Source: an optimization exercise on an open RTL-to-GDS flow (aim: small area, a short achievable clock period and few clock cycles per item). Production flows keep margins and buffers that such runs may drop.
Function was checked by simulation only, so behaviour that the tests miss may differ from the original.

==> flow/design.v (outline; a module is shown in full before it is edited, if it fits) <==
// module PixelSolver: 8193 lines
module PixelSolver (
  input               io_cmd_valid,
  output              io_cmd_ready,
  input      [27:0]   io_cmd_payload_x,
  input      [27:0]   io_cmd_payload_y,
  output              io_rsp_valid,
  input               io_rsp_ready,
  output     [5:0]    io_rsp_payload_iteration,
  input               clk,
  input               reset
);
  // ...
==> flow/flow/run.sh <==
#!/bin/bash
set -euo pipefail
RES="$PWD/orfs/results/sky130hd/PixelSolver/base"
bash standard.sh synth > standard_synth.log 2>&1
cp "$RES/1_2_yosys.v" "$RES/1_2_yosys.std.v"
python3 flow/polarity.py "$RES/1_2_yosys.std.v" "$RES/1_2_yosys.pol.v" > polarity.log 2>&1
sleep 1
cp "$RES/1_2_yosys.pol.v" "$RES/1_2_yosys.v"
touch "$RES/1_2_yosys.v"
bash standard.sh SETUP_SLACK_MARGIN=7 finish > standard_flow.log 2>&1
==> flow/flow/polarity.py <==
#!/usr/bin/env python3
"""Remove inverters around full adders in a Yosys gate netlist.

A full adder is self-dual: FA(~a, ~b, ~c) = ~FA(a, b, c) for both SUM and
COUT. Every sky130 fa cell may therefore be "flipped": its inputs are fed
the complements and its outputs then carry the complements. This script
collapses the netlist's inverters into (signal, phase) pairs, picks a flip
for every full adder that needs the fewest inverters (greedy passes), and
writes the netlist back with one inverter per signal that is still needed
in the opposite phase. The logic function of every register input and
output port is unchanged; no register is touched.

usage: polarity.py in.v out.v
"""
import re
import sys

OUTPINS = {'X', 'Y', 'Q', 'Q_N', 'SUM', 'COUT', 'HI', 'LO'}
INV_RE = re.compile(r'sky130_fd_sc_hd__(inv|clkinv)_\d+$')
FA_RE = re.compile(r'sky130_fd_sc_hd__fa_\d+$')
SWAP = {'sky130_fd_sc_hd__and2_1': ('sky130_fd_sc_hd__nand2_1', 2.5),
        'sky130_fd_sc_hd__or2_1': ('sky130_fd_sc_hd__nor2_1', 2.5),
        'sky130_fd_sc_hd__xor2_1': ('sky130_fd_sc_hd__xnor2_1', 0.0),
        'sky130_fd_sc_hd__xnor2_1': ('sky130_fd_sc_hd__xor2_1', 0.0),
        'sky130_fd_sc_hd__nand2_1': ('sky130_fd_sc_hd__and2_1', -2.5),
        'sky130_fd_sc_hd__nor2_1': ('sky130_fd_sc_hd__or2_1', -2.5)}
INV_AREA = 3.75

src = open(sys.argv[1]).read()
m = re.search(r'\bmodule\s+(\w+)\s*\((.*?)\);', src, re.S)
mod_start = m.end()
end_idx = src.rindex('endmodule')
body = src[mod_start:end_idx]

# ports
ports = set()
for d in re.finditer(r'^\s*(input|output|inout)\s+(\[[^\]]*\]\s*)?([^;]+);', body, re.M):
    for n in d.group(3).split(','):
        ports.add(n.strip())


def net_is_port(n):
    base = n.split('[')[0].strip().lstrip('\\').strip()
    return base in ports or n.strip() in ports


cell_re = re.compile(r'(\(\*[^*]*\*\)\s*)?(sky130_fd_sc_hd__\w+)\s+(\S+)\s*\((.*?)\);', re.S)
pin_re = re.compile(r'\.(\w+)\(\s*(.*?)\s*\)\s*(?:,|$)', re.S)

cells = []   # dict(type, name, pins{pin:net}, span)
for cm in cell_re.finditer(body):
    pins = {}
    for pm in pin_re.finditer(cm.group(4)):
        pins[pm.group(1)] = pm.group(2).strip()
    cells.append({'type': cm.group(2), 'name': cm.group(3), 'pins': pins,
                  'span': (cm.start(), cm.end())})


def norm(n):
    return n.strip()


def is_const(n):
    return re.fullmatch(r"1'[bh][01]", n) is not None


driver = {}
for i, c in enumerate(cells):
    for p, n in c['pins'].items():
        if p in OUTPINS:
            driver[norm(n)] = (i, p)

# collapsible inverters: output not a port
collapse = set()
for i, c in enumerate(cells):
    if INV_RE.match(c['type']) and not net_is_port(c['pins']['Y']):
        collapse.add(i)

memo = {}


def base_of(n):
    n = norm(n)
    if n in memo:
        return memo[n]
    d = driver.get(n)
    if d is not None and d[0] in collapse:
        b, p = base_of(cells[d[0]]['pins']['A'])
        r = (b, p ^ 1)
    else:
        r = (n, 0)
    memo[n] = r
    return r


fa = [i for i, c in enumerate(cells) if FA_RE.match(c['type'])]
fa_idx = {i: k for k, i in enumerate(fa)}
flip = [0] * len(fa)

# loads: (cell index, pin, base, parity)
loads = []
loads_of_base = {}
for i, c in enumerate(cells):
    if i in collapse:
        continue
    for p, n in c['pins'].items():
        if p in OUTPINS or is_const(n):
            continue
        b, par = base_of(n)
        k = len(loads)
        loads.append((i, p, b, par))
        loads_of_base.setdefault(b, []).append(k)
# port nets driven through collapsed inverters: the port itself is a load
# (only if a port net is driven by a collapsible inverter, which we excluded)

fa_out_bases = {}
for k, i in enumerate(fa):
    outs = []
    for p in ('SUM', 'COUT'):
        n = cells[i]['pins'].get(p)
        if n is not None:
            outs.append(norm(n))
    fa_out_bases[k] = outs
base_driver_fa = {}
for k, outs in fa_out_bases.items():
    for b in outs:
        base_driver_fa[b] = k
def outpin(c):
    return 'X' if 'X' in c['pins'] else 'Y'


sw = [i for i, c in enumerate(cells) if c['type'] in SWAP]
gain = [SWAP[cells[i]['type']][1] for i in sw]
gsw = [1 if g > 0 else 0 for g in gain]
base_driver_sw = {}
for k, i in enumerate(sw):
    base_driver_sw[norm(cells[i]['pins'][outpin(cells[i])])] = k


def produced(b):
    if b in base_driver_fa:
        return flip[base_driver_fa[b]]
    if b in base_driver_sw:
        return gsw[base_driver_sw[b]]
    return 0


def need(b):
    """does base b need an inverter under the current flips?"""
    prod = produced(b)
    for k in loads_of_base.get(b, ()):
        i, p, _, par = loads[k]
        f = flip[fa_idx[i]] if i in fa_idx else 0
        if par ^ f ^ prod:
            return True
    return False


def touched(k):
    i = fa[k]
    s = set(fa_out_bases[k])
    for p, n in cells[i]['pins'].items():
        if p not in OUTPINS and not is_const(n):
            s.add(base_of(n)[0])
    return s


def cost_all():
    return sum(1 for b in loads_of_base if need(b)) * INV_AREA - sum(g for g, s in zip(gain, gsw) if s)


before = cost_all()
for it in range(20):
    changed = 0
    for k in range(len(fa)):
        t = touched(k)
        c0 = sum(need(b) for b in t)
        flip[k] ^= 1
        c1 = sum(need(b) for b in t)
        if c1 < c0:
            changed += 1
        else:
            flip[k] ^= 1
    for k in range(len(sw)):
        b = norm(cells[sw[k]]['pins'][outpin(cells[sw[k]])])
        c0 = need(b) * INV_AREA - gsw[k] * gain[k]
        gsw[k] ^= 1
        c1 = need(b) * INV_AREA - gsw[k] * gain[k]
        if c1 < c0:
            changed += 1
        else:
            gsw[k] ^= 1
    if not changed:
        break
after = cost_all()
orig_inv = len(collapse)
print('inverters: %d collapsible in netlist; cost (um2) before %.0f, after %.0f; %d adders flipped, %d gates swapped for their complement'
      % (orig_inv, before, after, sum(flip), sum(gsw)), file=sys.stderr)

# rebuild
newinv = {}
extra_decl = []
extra_cells = []


def inv_net(b):
    if b not in newinv:
        nm = 'polinv_%d' % len(newinv)
        newinv[b] = nm
        extra_decl.append('  wire %s;' % nm)
        extra_cells.append('  sky130_fd_sc_hd__inv_1 %s_c (\n    .A(%s ),\n    .Y(%s )\n  );' % (nm, b, nm))
    return newinv[b]


newpins = {}
for k_, (i, p, b, par) in enumerate(loads):
    prod = produced(b)
    f = flip[fa_idx[i]] if i in fa_idx else 0
    r = par ^ f ^ prod
    newpins.setdefault(i, {})[p] = inv_net(b) if r else b
# constants on flipped adders
for k, i in enumerate(fa):
    if flip[k]:
        for p, n in cells[i]['pins'].items():
            if p not in OUTPINS and is_const(n):
                newpins.setdefault(i, {})[p] = "1'h1" if n.endswith('0') else "1'h0"

sw_idx = {i: k for k, i in enumerate(sw)}
out = []
pos = 0
for i, c in enumerate(cells):
    s, e = c['span']
    out.append(body[pos:s])
    pos = e
    if i in collapse:
        continue
    pins = dict(c['pins'])
    pins.update(newpins.get(i, {}))
    typ = c['type']
    if i in sw_idx and gsw[sw_idx[i]]:
        typ = SWAP[typ][0]
        o = outpin(c)
        pins = {(('Y' if o == 'X' else 'X') if p == o else p): n for p, n in pins.items()}
    txt = '%s %s (\n%s\n  );' % (typ, c['name'],
                                 ',\n'.join('    .%s(%s )' % (p, n) for p, n in pins.items()))
    out.append(txt)
out.append(body[pos:])
newbody = ''.join(out)
# declarations first, then cells
newsrc = src[:mod_start] + '\n' + '\n'.join(extra_decl) + newbody + '\n'.join(extra_cells) + '\n' + src[end_idx:]
open(sys.argv[2], 'w').write(newsrc)
==> flow/standard.sh <==
#!/bin/bash
# synth_recipe.tcl (not shown) runs the flow's synth.tcl, then flattens the netlist and writes it again
# the make line also repeats each setting of config.mk as NAME=value (left out here)
make -C /OpenROAD-flow-scripts/flow DESIGN_CONFIG=/design/flow/config.mk WORK_HOME=/design/flow/orfs CLKGATE_MAP_FILE= SYNTH_SCRIPT=/design/flow/synth_recipe.tcl "${@:-finish}"
==> flow/config.mk <==
export PLATFORM = sky130hd
export DESIGN_NAME = PixelSolver
export DESIGN_NICKNAME = PixelSolver
export VERILOG_FILES = /design/flow/design.v
export SDC_FILE = /design/flow/constraint.sdc
export NUM_CORES = 4
export LEC_CHECK = 0
export CAP_MARGIN = 20
export CORE_MARGIN = 2
export CORE_UTILIZATION = 40
export SLEW_MARGIN = 20
==> flow/constraint.sdc <==
create_clock -name core_clock -period 12.0 [get_ports {clk}]
set_input_delay 2.4000 -clock core_clock [delete_from_list [all_inputs] [get_ports {clk}]]
set_output_delay 2.4000 -clock core_clock [all_outputs]
set_load 0.01 [all_outputs]
==> results.yml, run 1 <==
outcome:
  outcome: "complete, no violations"
placement:
  dp_hpwl_mm: 143.2
clock_tree:
  post_cts_buffers: 3
  clk_latency_ns: 0.71
  numCtsBuffers: 77
final_layout:
  largest_register: "rb"
  buffers: 187
  clk_share: 0.03665
  buffer_area_frac: 0.02564
  final-seq-area_sq_mm: 0.01533
routing:
  routed.top_layer: "met4"
  drt-met1-wl_mm: 83.89
  drtIter0Drc: 3949
  routed_wirelength_mm: 207.9
  vias_per_cell: 5.673
  vias: 47292
  wire_per_inst_um: 24.94
  met3_length_mm: 18.08
timing:
  finalHoldViolCount: 0
  fin_crit_ns: 4.980
run:
  drv_cap: 0
critical_path:
  worstRegToRegCells: 10
  crit_end: "pm2[31]"
  cp_top_family: "adder cells"
  cp_num_cells: 10
  max_stage_delay_ns: 0.98
hold_path:
  min_from: "v1"
floorplanning:
  taps: 2204
  dieArea_sq_mm: 0.1713
synth:
  synth_area_sq_mm: 0.06719
Testbench counts, summed over its fixed seeds: cycles 13,606, pixels 2,048.
==> run 2, diff against run 1 <==
--- a/flow/flow/run.sh
+++ b/flow/flow/run.sh
@@ -7,4 +7,4 @@
 sleep 1
 cp "$RES/1_2_yosys.pol.v" "$RES/1_2_yosys.v"
 touch "$RES/1_2_yosys.v"
-bash standard.sh SETUP_SLACK_MARGIN=7 finish > standard_flow.log 2>&1
+bash standard.sh SETUP_SLACK_MARGIN=6 finish > standard_flow.log 2>&1
==> run 2 against run 1 <==
Synthesized cell count unchanged. Fmax is 12% lower. Critical endpoint is now pm2[28]. Register-to-register slack worse by 0.68 ns. Largest cell class unchanged.
==> results.yml, run 2 <==
outcome:
  outcome: "complete, no violations"
clock_tree:
  cts_buffer_depth: 3
  numCtsBuffers: 82
  path_clk_slew_ns: 0.06
  post_cts_buffers: 0
  hold_buffers: 0
  clk_latency_ns: 0.72
  cts_sinks: 674
  cts_max_level: 3
  cts-root-buf: "clkbuf_16"
  cts_tree: "done"
floorplanning:
  initial_core_util: 0.4023
  die_height_um: 413.9
  fp-row-count: 150
  dieArea_sq_mm: 0.1713
  core_area_sq_mm: 0.1670
  io_pins: 68
  die_x_um: 413.9
timing:
  fin_crit_ns: 5.663
  finalHoldViolCount: 0
  setup_tns_ns: 0
  finalClockSkew_ns: 0.04939
  tightest_slew_ns: 1.110
  slew_viol_final: 0
  fmax_mhz: 176.6
  setup_viol: 0
  relSlewSlack: 0.2574
  rsz0062_at_grt: "no"
  fin_ws_ns: 6.337
  holdWs_ns: 0.3449
  period_share: 0.4719
final_layout:
  fin_nets: 7786
  largest_register: "rb"
  layoutNonFillerInstCount: 8336
  final_cell_mix: "fa_1, nand2_1, inv_1, ha_1, dfxtp_1"
  top_regs: "rb: 96 flops, pm1: 47 flops"
  largest_register_ffs: 96
  antennaDiodeCount: 0
  drive_above_1_share: 0.06833
  layout_commonest_cell: "fa_1"
  fin_util: 0.4364
  synthToLayoutAreaGrowth_pct: 8.480
routing:
  drc: 0
  drtAntennaViolNets: 0
  drtIter0Drc: 4055
  vias: 47118
  firstDrtPassIters: 9
  wire_per_inst_um: 24.77
  routed_wirelength_mm: 206.5
  vias_per_cell: 5.652
placement:
  routabilityCongestion: 0.8980
  dp_hpwl_mm: 144.9
  pre_cts_slack_ns: 5.947
  numPlacedInstances: 8180
  port_buffers: 67
global_route:
  grt_first_pass_wirelength_mm: 315.6
  overflow: 0
  grtUsageMet3: 0.05096
  busiest_layer: "met2"
  grt_pass1_vias: 50448
  grt_max_degree: 61
  track_usage: 0.2453
  groute.layer.met2.usage: 0.3841
  use_met1: 0.3280
  antenna_found_initial: 3
synth:
  synth_area_sq_mm: 0.06719
  avgSynthCellArea_sq_um: 10.74
  syn-num-nets: 7982
  syn_inst: 6258
  synth_warnings: 1
hold_path:
  worstHoldPathType: "reg -> reg"
critical_path:
  startpoint_type: "flop"
  end_kind: "flop"
  worstPathRequired_ns: 12.59
  path_max_fanout: 46
  arrival_ns: 6.25
  path_class: "reg -> reg"
run:
  drv_cap: 0
## run 2: final cells by class
type | instances | area, sq um
sequential | 674 | 15290
clock buffer | 113 | 2332
fill | 15684 | 94140
tap | 2204 | 2758
clock inverter | 41 | 596.8
timing repair buffer | 178 | 1523
inverter | 610 | 2290
multi-input combinational | 4516 | 48100
## run 2: what timing repair did
item                                    in CTS  in global routing
endpoints found under the setup margin       8                 35
resized for setup                            2                  3
endpoints found under the hold margin        0                  0
## run 2: worst max-delay path: stages (launching register included)
cell and delay [ns]:
dfxtp_2 0.64, buf_4 0.79, nand2_1 0.21, o21ai_4 0.91, a22oi_1 0.21, xor2_1 0.24, fa_1 0.49, fa_1 0.51
fa_1 0.52, inv_1 0.06, fa_1 0.54, fa_1 0.42
## run 2: worst paths after layout
path	from	end	slack, ns	cells after the start
min in group asynchronous	reset	tail[3]	2.10	3
hold reg to reg	x02[7]	x01[7]	0.34	0
max in group asynchronous	reset	b_v	9.57	3
setup / recovery	y[15]	pm2[28]	6.34	11
setup reg to reg	y[15]	pm2[28]	6.34	11
hold / removal	x02[7]	x01[7]	0.34	0
## run 2: through the flow
step	instance area (sq um)
6_report	72890
5_1_grt	72890
4_1_cts	72850
3_5_place_dp	69900
3_3_place_gp	69900
2_1_floorplan	67190
## run 2: metal layers
metal	wire, um	vias up
li1	-	19976
met1	83920	24324
met2	93640	2327
met3	19260	491
met4	9696	0
met5	0	-

## afterwards: timing with drivers on the ports
No port has a modelled driver above. Below, the same layouts with a new extraction and two added sets of constraints. Step 1: set_driving_cell puts a clkbuf_16 on clk and a buf_2 on each other input, an assumption about the parent block. Step 2 times the ports against the registers' clock, not the clock port: input delays grow and output delays shrink by t, the midpoint of the rising clock arrivals with the driver on. Slacks: ideal / step 1 / step 2; pairs: ideal / step 1.
| run | t (ns) | setup slack, ns | worst slew at a driven data input, ns |
|---|---|---|---|
| run 1 | 0.760 | 7.020 / 7.020 / 7.020 | 0.07 |
| run 2 | 0.778 | 6.337 / 6.337 / 6.337 | 0.09 |
After both steps setup and hold are still met in every run listed.
